Context: an optimization exercise on an open-source flow, tuned for small area. The choices shown serve that exercise and are no tape-out recipe. Only simulation tests tie the RTL to the original design; equivalence was not proved. The flow treats the clock pin as an ideal source. Dropping or thinning the clock tree relies on that and would not hold on a real chip. No activity file was given, so power comes from the tool's default toggle rates.

==> v5 <==
// alarm_clock_pv
module alarm_clock_pv (input CLK,SW5,SW4,SW3,SW2,SW1,SW0,KEY1,KEY0,
output logic [6:0] SEC_LSB,SEC_MSB,MIN_LSB,MIN_MSB,HR_LSB,HR_MSB,
output logic LED7,LED5,LED4,LED3,LED2,LED1,LED0);
clock: 50.0 ns
lec_check: 0
cap_margin: 20
core_margin: 2
core_utilization: 70
place_density: 0.8
slew_margin: 20
standard.sh (not shown) runs the stock make flow with config.mk's settings and CLKGATE_MAP_FILE= SYNTH_SCRIPT=/design/flow/synth_recipe.tcl, a recipe that flattens the netlist after the stock synthesis.
==> flow/flow/run.sh <==
#!/bin/bash
# Own layout flow: the standard flow, with an area-oriented synthesis
# (several ABC area scripts, the smallest result kept, no half-adder
# extraction), the smallest buffer on every port and a small hand-built
# clock tree. Each tool's output goes to a log file here.
set -uo pipefail
R=orfs/results/$FLOW_PLATFORM/alarm_clock_pv/base

bash standard.sh synth > log_1_standard_synth.log 2>&1 || exit 1
cp $R/1_2_yosys.v std_1_2_yosys.v

# 2. own synthesis: ORFS's yosys script with the ABC step replaced and no adder mapping
rm -rf myscripts; cp -r $FLOW_HOME/scripts myscripts
sed -i "s|^\(\s*\)log_cmd abc {\*}\$abc_args|\1source $PWD/flow/multi_abc.tcl|" myscripts/synth.tcl
grep -n multi_abc myscripts/synth.tcl > log_2_synth_patch.log
mkdir -p std_results; cp $R/1_* std_results/
rm -f $R/1_*
if MULTI_ABC_DIR=$PWD/flow bash standard.sh ADDER_MAP_FILE= SCRIPTS_DIR=$PWD/myscripts synth > log_2_own_synth.log 2>&1 \
   && python3 flow/cmpff.py std_1_2_yosys.v $R/1_2_yosys.v > log_2_cmpff.log 2>&1; then
  echo "own synthesis used" >> log_2_cmpff.log
else
  echo "own synthesis rejected, using the standard one" >> log_2_cmpff.log
  rm -f $R/1_*; cp std_results/1_* $R/
fi

# 3. layout; clock_tree_synthesis replaced by manual_cts
CTS_K=4; CTS_CELL=sky130_fd_sc_hd__clkbuf_8
[ -f flow/cts.conf ] && . flow/cts.conf
sed -i "s|^log_cmd clock_tree_synthesis.*|source $PWD/flow/manual_cts.tcl\nmanual_cts CLK $CTS_K $CTS_CELL\nset_propagated_clock [all_clocks]|" myscripts/cts.tcl
grep -n manual_cts myscripts/cts.tcl > log_3_cts_patch.log
bash standard.sh SCRIPTS_DIR=$PWD/myscripts MATCH_CELL_FOOTPRINT=0 \
  BUFFER_PORTS_ARGS="-buffer_cell sky130_fd_sc_hd__buf_1" \
  finish > log_3_layout.log 2>&1
==> flow/flow/abc_try_1.script <==
strash
balance; rewrite; refactor; balance; rewrite; rewrite -z; balance; refactor -z; rewrite -z; balance
dch -f
amap
==> flow/flow/abc_try_2.script <==
strash
balance; rewrite; refactor; balance; rewrite; rewrite -z; balance; refactor -z; rewrite -z; balance
dch -f
amap -F 100 -A 100
==> flow/flow/abc_try_3.script <==
strash
&get -n
&deepsyn -T 20
&put
dch -f
amap
==> flow/flow/abc_try_4.script <==
strash
&get -n
&deepsyn -T 20
&put
balance; rewrite; refactor; balance; rewrite; rewrite -z; balance; refactor -z; rewrite -z; balance
dch -f
amap -F 100 -A 100
==> flow/flow/abc_try_5.script <==
strash
balance; rewrite; refactor; balance; rewrite; rewrite -z; balance; refactor -z; rewrite -z; balance
if -K 4 -a
mfs2
strash
dch -f
amap
==> flow/flow/abc_try_6.script <==
strash
dc2
dc2
dc2
dch -f
amap -F 100 -A 100
==> flow/flow/abc_try_7.script <==
strash
&get -n
&deepsyn -T 20 -S 11
&put
balance; rewrite; refactor; balance; rewrite; rewrite -z; balance; refactor -z; rewrite -z; balance
dch -f
amap -F 100 -A 100
==> flow/flow/abc_try_8.script <==
strash
&get -n
&deepsyn -T 30 -S 23
&put
dch -f
amap
==> flow/flow/cts.conf <==
CTS_K=3; CTS_CELL=sky130_fd_sc_hd__clkbuf_8
==> flow/flow/multi_abc.tcl <==
# Run ABC with each abc_try_*.script in flow/ on the same design and keep the
# mapping with the smallest cell area (replaces the single abc call in synth.tcl).
design -save pre_multi_abc
set best_area 1e30
set best_script ""
foreach s [lsort [glob $::env(MULTI_ABC_DIR)/abc_try_*.script]] {
  design -load pre_multi_abc
  abc {*}[lreplace $abc_args 1 1 $s]
  set st [tee -q -s result.string stat {*}$lib_args]
  if {[regexp {Chip area for module[^:]*:\s+([0-9.eE+]+)} $st -> area]} {
    puts "multi_abc: $s area $area"
    if {$area < $best_area} {
      set best_area $area; set best_script $s
      design -save best_multi_abc
    }
  }
}
design -load best_multi_abc
puts "multi_abc: using $best_script area $best_area"
Other scripts of this flow, unchanged in this note and not shown: flow/flow/cmpff.py, flow/flow/manual_cts.tcl
==> v10: changes against v5 <==
==> flow/flow/run.sh (replaced) <==
#!/bin/bash
# Own layout flow: the standard flow, with an area-oriented synthesis
# (ABC area script, no half-adder extraction), the smallest buffer on
# every port and a small hand-built clock tree. Each tool's output goes
# to a log file here.
set -uo pipefail
R=orfs/results/$FLOW_PLATFORM/alarm_clock_pv/base

bash standard.sh synth > log_1_standard_synth.log 2>&1 || exit 1
cp $R/1_2_yosys.v std_1_2_yosys.v

# 2. own synthesis: same yosys script with another ABC script and no adder mapping
rm -rf myscripts; cp -r $FLOW_HOME/scripts myscripts
cp flow/abc_area.script myscripts/abc_speed.script
mkdir -p std_results; cp $R/1_* std_results/
rm -f $R/1_*
if bash standard.sh ADDER_MAP_FILE= SCRIPTS_DIR=$PWD/myscripts synth > log_2_own_synth.log 2>&1 \
   && python3 flow/cmpff.py std_1_2_yosys.v $R/1_2_yosys.v > log_2_cmpff.log 2>&1; then
  echo "own synthesis used" >> log_2_cmpff.log
else
  echo "own synthesis rejected, using the standard one" >> log_2_cmpff.log
  rm -f $R/1_*; cp std_results/1_* $R/
fi

# 3. layout; clock_tree_synthesis replaced by manual_cts
CTS_K=${CTS_K:-4}; CTS_CELL=${CTS_CELL:-sky130_fd_sc_hd__clkbuf_8}
[ -f flow/cts.conf ] && . flow/cts.conf
sed -i "s|^log_cmd clock_tree_synthesis.*|source $PWD/flow/manual_cts.tcl\nmanual_cts CLK $CTS_K $CTS_CELL\nset_propagated_clock [all_clocks]|" myscripts/cts.tcl
grep -n manual_cts myscripts/cts.tcl > log_3_cts_patch.log
bash standard.sh SCRIPTS_DIR=$PWD/myscripts \
  BUFFER_PORTS_ARGS="-buffer_cell sky130_fd_sc_hd__buf_1" \
  finish > log_3_layout.log 2>&1
==> flow/flow/abc_area.script (new file) <==
strash
&get -n
&deepsyn -T 20
&put
dch -f
amap
removed: flow/flow/abc_try_1.script
removed: flow/flow/abc_try_2.script
removed: flow/flow/abc_try_3.script
removed: flow/flow/abc_try_4.script
removed: flow/flow/abc_try_5.script
removed: flow/flow/abc_try_6.script
removed: flow/flow/abc_try_7.script
removed: flow/flow/abc_try_8.script
removed: flow/flow/multi_abc.tcl
==> v34: changes against v5 <==
--- a/flow/flow/run.sh
+++ b/flow/flow/run.sh
@@ -29,5 +29,5 @@
 sed -i "s|^log_cmd clock_tree_synthesis.*|source $PWD/flow/manual_cts.tcl\nmanual_cts CLK $CTS_K $CTS_CELL\nset_propagated_clock [all_clocks]|" myscripts/cts.tcl
 grep -n manual_cts myscripts/cts.tcl > log_3_cts_patch.log
-bash standard.sh SCRIPTS_DIR=$PWD/myscripts MATCH_CELL_FOOTPRINT=0 \
+bash standard.sh SCRIPTS_DIR=$PWD/myscripts \
   BUFFER_PORTS_ARGS="-buffer_cell sky130_fd_sc_hd__buf_1" \
   finish > log_3_layout.log 2>&1
--- a/flow/config.mk
+++ b/flow/config.mk
@@ -8,5 +8,5 @@
 export CAP_MARGIN = 20
 export CORE_MARGIN = 2
-export CORE_UTILIZATION = 70
-export PLACE_DENSITY = 0.8
+export CORE_UTILIZATION = 85
+export PLACE_DENSITY = 0.92
 export SLEW_MARGIN = 20
==> summary.txt <==
item	v34	v5	v10
Power Sequential	-	44.4 uW	53.2 uW
Core Util, Final	-	80.8%	81.0%
Largest stage delay on the critical path	-	0.50 ns	0.43 ns
Area enclosed by the die boundary	-	0.00403 mm^2	0.00407 mm^2
Final setup viols	-	0	0
Hold Path Stages	-	0	0
Fraction of post-synthesis cell area in the top cell type by area	47.5%	47.5%	47.0%
Inverters	-	60	60
Sequential Power Share	-	53.0%	50.0%
Number of nets in the layout	-	352	363
Tapcell count	-	46	46
Number of setup buffers added after CTS	-	0	0
Reg-to-reg slack, setup	-	44.93 ns	44.55 ns
Switching part of the total power	-	34.8%	39.9%
Vias	-	2388	2372
CP required	-	40.00 ns	40.00 ns
Post-Place Worst Slack	-	27.81 ns	28.01 ns
Outcome	aborted with a tool error	no timing/DRC/antenna violations	no timing/DRC/antenna violations
Failing step	global placement without I/O (3_1_place_gp_skip_io)	-	-
Number of global-route vias before repair	-	2153	2111
Pwr top	-	sequential cells	sequential cells
Cell type of the slowest stage on the worst timing path	-	sky130_fd_sc_hd__o32ai_1	sky130_fd_sc_hd__clkinv_1
In v5 and v10 the design's own scripts or RTL, not TritonCTS, make the clock network.

## what the ideal ports hide
Ports are ideal in the flow. The routed layouts listed here were re-timed in OpenROAD. Step 1, drivers: a clkbuf_16 drives CLK and a buf_2 each remaining input, both assumed. Step 2 adds t to the input delays and takes it off the output delays; t is the mean of the earliest and latest rising clock arrival at the registers after step 1. Input paths then give back, and output paths get back, about the clock's delay inside the block. Three values: no drivers, after step 1, after step 2; two values: the first two.
| run | t (ns) | setup WS [ns] | slew at the worst register clock pin (ns) | worst data-port slew with drivers (ns) | pins driven straight from the clock port |
|---|---|---|---|---|---|
| v5 | 0.201 | 27.768 / 27.746 / 27.746 | 0.10 / 0.10 | 0.03 | 3 |
| v10 | 0.199 | 27.966 / 27.940 / 27.940 | 0.09 / 0.09 | 0.03 | 3 |
After both steps setup and hold are still met in every run listed. The setup slack of v10, which loses most, moves by -0.026 ns with the drivers and by -0.026 ns with both steps.
